From an optimization exercise on the open Yosys and OpenROAD flow, aimed at small area, a short achievable clock period and few clock cycles; shortcuts taken in it are not production practice. Only simulation tests tie the RTL to the original design; equivalence was not proved. Power is estimated from default activity; no workload was simulated.

Setup of run A:
==> flow/design.v <==
module Instruction_Decoder(
  input        pend,
  input  [2:0] in_n, in_m,    
  input  [2:0] ir_n, ir_m,    
  input        en_n, en_m,    
  input  [7:0] busy,          
  output [7:0] sel_n, sel_m,  
  output       fwd_n, fwd_m   
);
wire [7:0] dn = pend ? (8'd1 << ir_n) : (8'd1 << in_n);
wire [7:0] dm = pend ? (8'd1 << ir_m) : (8'd1 << in_m);
assign sel_n = dn & ~busy & {8{en_n}};
assign sel_m = dm & ~busy & {8{en_m}};
assign fwd_n = |(dn & busy) & en_n;
assign fwd_m = |(dm & busy) & en_m;
endmodule
module shifter(
  input  s,
  input  a0,
  input  a1,
  output y
);
assign y = s ? a1 : a0;
endmodule
module ALU(
  input  [15:0] p,       
  input  [15:0] g,       
  input         inv,     
  input         a15,     
  input         is_and,  
  input         wc,      
  input         cmp,     
  input         movi,    
  input  [15:0] c,       
  input  [2:0]  nvz,     
  output [15:0] res,     
  output [15:0] out_n,   
  output [2:0]  nvz_n    
);
wire [15:0] gl [0:4];
wire [15:0] pl [0:4];
assign gl[0] = g;
assign pl[0] = p;
genvar l, i;
generate
  for (l = 0; l < 4; l = l + 1) begin : lvl
    for (i = 0; i < 16; i = i + 1) begin : bt
      if (i >= (1 << l)) begin : comb
        assign gl[l+1][i] = gl[l][i] | (pl[l][i] & gl[l][i - (1 << l)]);
        assign pl[l+1][i] = pl[l][i] & pl[l][i - (1 << l)];
      end else begin : pass
        assign gl[l+1][i] = gl[l][i];
        assign pl[l+1][i] = pl[l][i];
      end
    end
  end
endgenerate
wire [15:0] cy = {gl[4][14:0], 1'b0};
wire [15:0] r0 = is_and ? g : (p ^ {16{inv}});
wire [15:0] o0 = wc ? r0 : c;
wire [15:0] o1 = wc ? (is_and ? g : ~r0) : c;
genvar k;
generate
  for (k = 0; k < 16; k = k + 1) begin : sel
    shifter mo(.s(cy[k]), .a0(o0[k]), .a1(o1[k]), .y(out_n[k]));
  end
endgenerate
assign res = movi ? p : out_n;
wire n0 = cmp ? ~p[15] : nvz[2];
wire n1 = cmp ? p[15] : nvz[2];
wire v0 = cmp ? p[15] & (~p[15] ^ a15) : nvz[1];
wire v1 = cmp ? p[15] & (p[15] ^ a15) : nvz[1];
shifter mn(.s(cy[15]), .a0(n0), .a1(n1), .y(nvz_n[2]));
shifter mv(.s(cy[15]), .a0(v0), .a1(v1), .y(nvz_n[1]));
assign nvz_n[0] = cmp ? &p : nvz[0];
endmodule
module cpu(clk,reset,s,load,in,out,N,V,Z,w);
input clk, reset, s, load;
input [15:0] in;
output [15:0] out;
output N, V, Z, w;
reg [15:0] ir;
reg [15:0] R [0:7];
reg pending;
always @(posedge clk) begin
  if (load) ir <= in;
  pending <= s & ~load & ~reset;
end
wire [15:0] ins = pending ? ir : in;
wire [2:0] opcode = ins[15:13];
wire [1:0] op = ins[12:11];
wire [2:0] rn = ins[10:8];
wire [2:0] rd = ins[7:5];
wire [1:0] sh = ins[4:3];
wire [2:0] rm = ins[2:0];
wire go = ((s & load) | pending) & ~reset;
wire is_movi = (opcode == 3'b110) & (op == 2'b10);
wire is_mov  = (opcode == 3'b110) & (op == 2'b00);
wire is_alu  = (opcode == 3'b101);
wire is_cmp  = is_alu & (op == 2'b01);
wire is_and  = is_alu & (op == 2'b10);
wire writes_c = is_mov | (is_alu & (op != 2'b01));
wire use_a   = is_alu & (op != 2'b11);    
wire inv     = is_alu & op[0];
reg [15:0] p2, g2;
reg a15_2, inv2, and2, wr2, wc2, cmp2, movi2;
reg [2:0] wa2;
reg [15:0] c;
reg [2:0] nvz;
wire [15:0] res, out_n;
wire [2:0] nvz_n;
wire [7:0] busy = {8{wr2}} & (8'd1 << wa2);
wire [7:0] sel_n, sel_m;
wire fwd_n, fwd_m;
Instruction_Decoder dec(.pend(pending), .in_n(in[10:8]), .in_m(in[2:0]),
  .ir_n(ir[10:8]), .ir_m(ir[2:0]), .en_n(1'b1), .en_m(~is_movi), .busy(busy),
  .sel_n(sel_n), .sel_m(sel_m), .fwd_n(fwd_n), .fwd_m(fwd_m));
reg [15:0] a, bs;
integer k;
always @(*) begin
  a  = {16{fwd_n}} & res;
  bs = {16{fwd_m}} & res;
  for (k = 0; k < 8; k = k + 1) begin
    a  = a  | ({16{sel_n[k]}} & R[k]);
    bs = bs | ({16{sel_m[k]}} & R[k]);
  end
end
reg  [15:0] b;
always @(*)
  case (sh)
    2'b00: b = bs;
    2'b01: b = {bs[14:0], 1'b0};
    2'b10: b = {1'b0, bs[15:1]};
    default: b = {bs[15], bs[15:1]};
  endcase
wire [15:0] x = is_movi ? {{8{ins[7]}}, ins[7:0]} : ((use_a ? a : 16'd0) ^ {16{inv}});
always @(posedge clk) begin
  p2    <= x ^ b;
  g2    <= x & b;
  a15_2 <= a[15];
  inv2  <= inv;
  and2  <= is_and;
  wr2   <= go & (is_movi | writes_c);
  wc2   <= go & writes_c;
  cmp2  <= go & is_cmp;
  movi2 <= is_movi;
  wa2   <= is_movi ? rn : rd;
end
ALU alu(.p(p2), .g(g2), .inv(inv2), .a15(a15_2), .is_and(and2), .wc(wc2),
        .cmp(cmp2), .movi(movi2), .c(c), .nvz(nvz), .res(res), .out_n(out_n), .nvz_n(nvz_n));
always @(posedge clk) begin
  if (wr2) R[wa2] <= res;
  c   <= out_n;
  nvz <= nvz_n;
end
assign out = out_n;
assign {N, V, Z} = nvz_n;
assign w = ~pending;
endmodule
Settings: LEC_CHECK=0, CAP_MARGIN=20, CORE_MARGIN=2, CORE_UTILIZATION=40, CTS_BUF_LIST=sky130_fd_sc_hd__clkbuf_8, CTS_CLUSTER_DIAMETER=60, CTS_CLUSTER_SIZE=20, SETUP_SLACK_MARGIN=2.5, SLEW_MARGIN=20, SYNTH_HIERARCHICAL=1, TNS_END_PERCENT=0; clock period 5.5 ns.
standard.sh (not shown) runs the stock make flow with config.mk's settings and CLKGATE_MAP_FILE= SYNTH_SCRIPT=/design/flow/synth_recipe.tcl, a recipe that flattens the netlist after the stock synthesis.
==> flow/flow/run.sh <==
#!/bin/bash
# The standard layout, with plain buffers (rather than the delay cells
# buffer_ports picks by default) on the input and output ports.
set -euo pipefail
bash standard.sh BUFFER_PORTS_ARGS="-buffer_cell sky130_fd_sc_hd__buf_2" finish > standard.log 2>&1
Testbench counts of run A, summed over its fixed seeds: cycles 24,064.
### run A -> run B
--- a/flow/design.v
+++ b/flow/design.v
@@ -16,10 +16,10 @@
 endmodule
 module shifter(
-  input  s,
-  input  a0,
-  input  a1,
-  output y
+  input  [15:0] cy,
+  input         t,
+  input  [15:0] d,
+  output [15:0] y
 );
-assign y = s ? a1 : a0;
+assign y = d ^ (cy & {16{t}});
 endmodule
 module ALU(
@@ -31,5 +31,4 @@
   input         wc,      
   input         cmp,     
-  input         movi,    
   input  [15:0] c,       
   input  [2:0]  nvz,     
@@ -59,19 +58,9 @@
 wire [15:0] r0 = is_and ? g : (p ^ {16{inv}});
 wire [15:0] o0 = wc ? r0 : c;
-wire [15:0] o1 = wc ? (is_and ? g : ~r0) : c;
-genvar k;
-generate
-  for (k = 0; k < 16; k = k + 1) begin : sel
-    shifter mo(.s(cy[k]), .a0(o0[k]), .a1(o1[k]), .y(out_n[k]));
-  end
-endgenerate
-assign res = movi ? p : out_n;
-wire n0 = cmp ? ~p[15] : nvz[2];
-wire n1 = cmp ? p[15] : nvz[2];
-wire v0 = cmp ? p[15] & (~p[15] ^ a15) : nvz[1];
-wire v1 = cmp ? p[15] & (p[15] ^ a15) : nvz[1];
-shifter mn(.s(cy[15]), .a0(n0), .a1(n1), .y(nvz_n[2]));
-shifter mv(.s(cy[15]), .a0(v0), .a1(v1), .y(nvz_n[1]));
-assign nvz_n[0] = cmp ? &p : nvz[0];
+shifter fr(.cy(cy), .t(~is_and), .d(r0), .y(res));
+shifter fo(.cy(cy), .t(wc & ~is_and), .d(o0), .y(out_n));
+wire [1:0] nv0 = cmp ? {~p[15], p[15] & (~p[15] ^ a15)} : nvz[2:1];
+wire [1:0] nv1 = cmp ? {p[15], p[15] & (p[15] ^ a15)} : nvz[2:1];
+assign nvz_n = {cy[15] ? nv1 : nv0, cmp ? &p : nvz[0]};
 endmodule
 module cpu(clk,reset,s,load,in,out,N,V,Z,w);
@@ -104,5 +93,5 @@
 wire inv     = is_alu & op[0];
 reg [15:0] p2, g2;
-reg a15_2, inv2, and2, wr2, wc2, cmp2, movi2;
+reg a15_2, inv2, and2, wr2, wc2, cmp2;
 reg [2:0] wa2;
 reg [15:0] c;
@@ -114,5 +103,5 @@
 wire fwd_n, fwd_m;
 Instruction_Decoder dec(.pend(pending), .in_n(in[10:8]), .in_m(in[2:0]),
-  .ir_n(ir[10:8]), .ir_m(ir[2:0]), .en_n(1'b1), .en_m(~is_movi), .busy(busy),
+  .ir_n(ir[10:8]), .ir_m(ir[2:0]), .en_n(1'b1), .en_m(1'b1), .busy(busy),
   .sel_n(sel_n), .sel_m(sel_m), .fwd_n(fwd_n), .fwd_m(fwd_m));
 reg [15:0] a, bs;
@@ -126,13 +115,17 @@
   end
 end
-reg  [15:0] b;
+wire sh_n = ~is_movi & (sh == 2'b00);    
+wire sh_l = ~is_movi & (sh == 2'b01);    
+wire sh_r = ~is_movi & sh[1];            
+wire sh_a = ~is_movi & (sh == 2'b11);    
+wire [15:0] b = ({16{sh_n}} & bs) | ({16{sh_l}} & {bs[14:0], 1'b0}) |
+                ({16{sh_r}} & {1'b0, bs[15:1]}) | {sh_a & bs[15], 15'd0};
+wire [15:0] imm = {{8{ins[7]}}, ins[7:0]};
+wire [15:0] x0 = is_movi ? imm : {16{inv}};
+wire [15:0] x1 = is_movi ? imm : {16{use_a ^ inv}};
+reg  [15:0] x;
 always @(*)
-  case (sh)
-    2'b00: b = bs;
-    2'b01: b = {bs[14:0], 1'b0};
-    2'b10: b = {1'b0, bs[15:1]};
-    default: b = {bs[15], bs[15:1]};
-  endcase
-wire [15:0] x = is_movi ? {{8{ins[7]}}, ins[7:0]} : ((use_a ? a : 16'd0) ^ {16{inv}});
+  for (k = 0; k < 16; k = k + 1)
+    x[k] = a[k] ? x1[k] : x0[k];
 always @(posedge clk) begin
   p2    <= x ^ b;
@@ -144,9 +137,8 @@
   wc2   <= go & writes_c;
   cmp2  <= go & is_cmp;
-  movi2 <= is_movi;
   wa2   <= is_movi ? rn : rd;
 end
 ALU alu(.p(p2), .g(g2), .inv(inv2), .a15(a15_2), .is_and(and2), .wc(wc2),
-        .cmp(cmp2), .movi(movi2), .c(c), .nvz(nvz), .res(res), .out_n(out_n), .nvz_n(nvz_n));
+        .cmp(cmp2), .c(c), .nvz(nvz), .res(res), .out_n(out_n), .nvz_n(nvz_n));
 always @(posedge clk) begin
   if (wr2) R[wa2] <= res;
==> run notes <==
Run B was carried through to the last stage, and its layout satisfied the timing, design-rule and antenna checks.
Compared to run A, the routing of run B uses less wire.
Design area: run B lower than run A
Relative to run A, run B degrades worst hold-check slack.
Going from run A to run B, routability congestion estimate grew by a few percent.
On adder-cell share of the synthesized area, run A and run B are basically level.
On post-synthesis xor/xnor area fraction: between run A and run B, it ends up higher for run B.
Run B gives more power share of the clock group than run A did.
Run A was routed with more vias than run B.
Against run A, run B reports a number of post-CTS setup repair buffers that is lower.
On clock network latency to the later pin of the worst-skew pair, run A tracks run B almost exactly.
Compared with run A, run B shows routed wirelength normalized by instance count that has gone down slightly.
Testbench counts of run B, summed over its fixed seeds: cycles 24,064.

[what the ideal ports hide]
Ports are ideal in the flow. The routed layouts listed here were re-timed in OpenROAD. Step 1: set_driving_cell puts a clkbuf_16 on clk and a buf_2 on each other input, an assumption about the parent block. Step 2 times the ports against the registers' clock, not the clock port: input delays grow and output delays shrink by t, the midpoint of the rising clock arrivals with the driver on. Three values: no drivers, after step 1, after step 2; two values: the first two.
run | shift t [ns] | setup WS [ns] | worst hold slack (ns) | worst slew at a driven data input, ns
run A | 0.571 | 1.890 / 1.847 / 1.409 | 0.500 / 0.500 / 0.500 | 0.03
run B | 0.583 | 1.915 / 1.868 / 1.657 | 0.491 / 0.491 / 0.491 | 0.04
After both steps every run listed still meets setup and hold. The setup slack of run A, which loses most, moves by -0.043 ns with the drivers and by -0.481 ns with both steps.
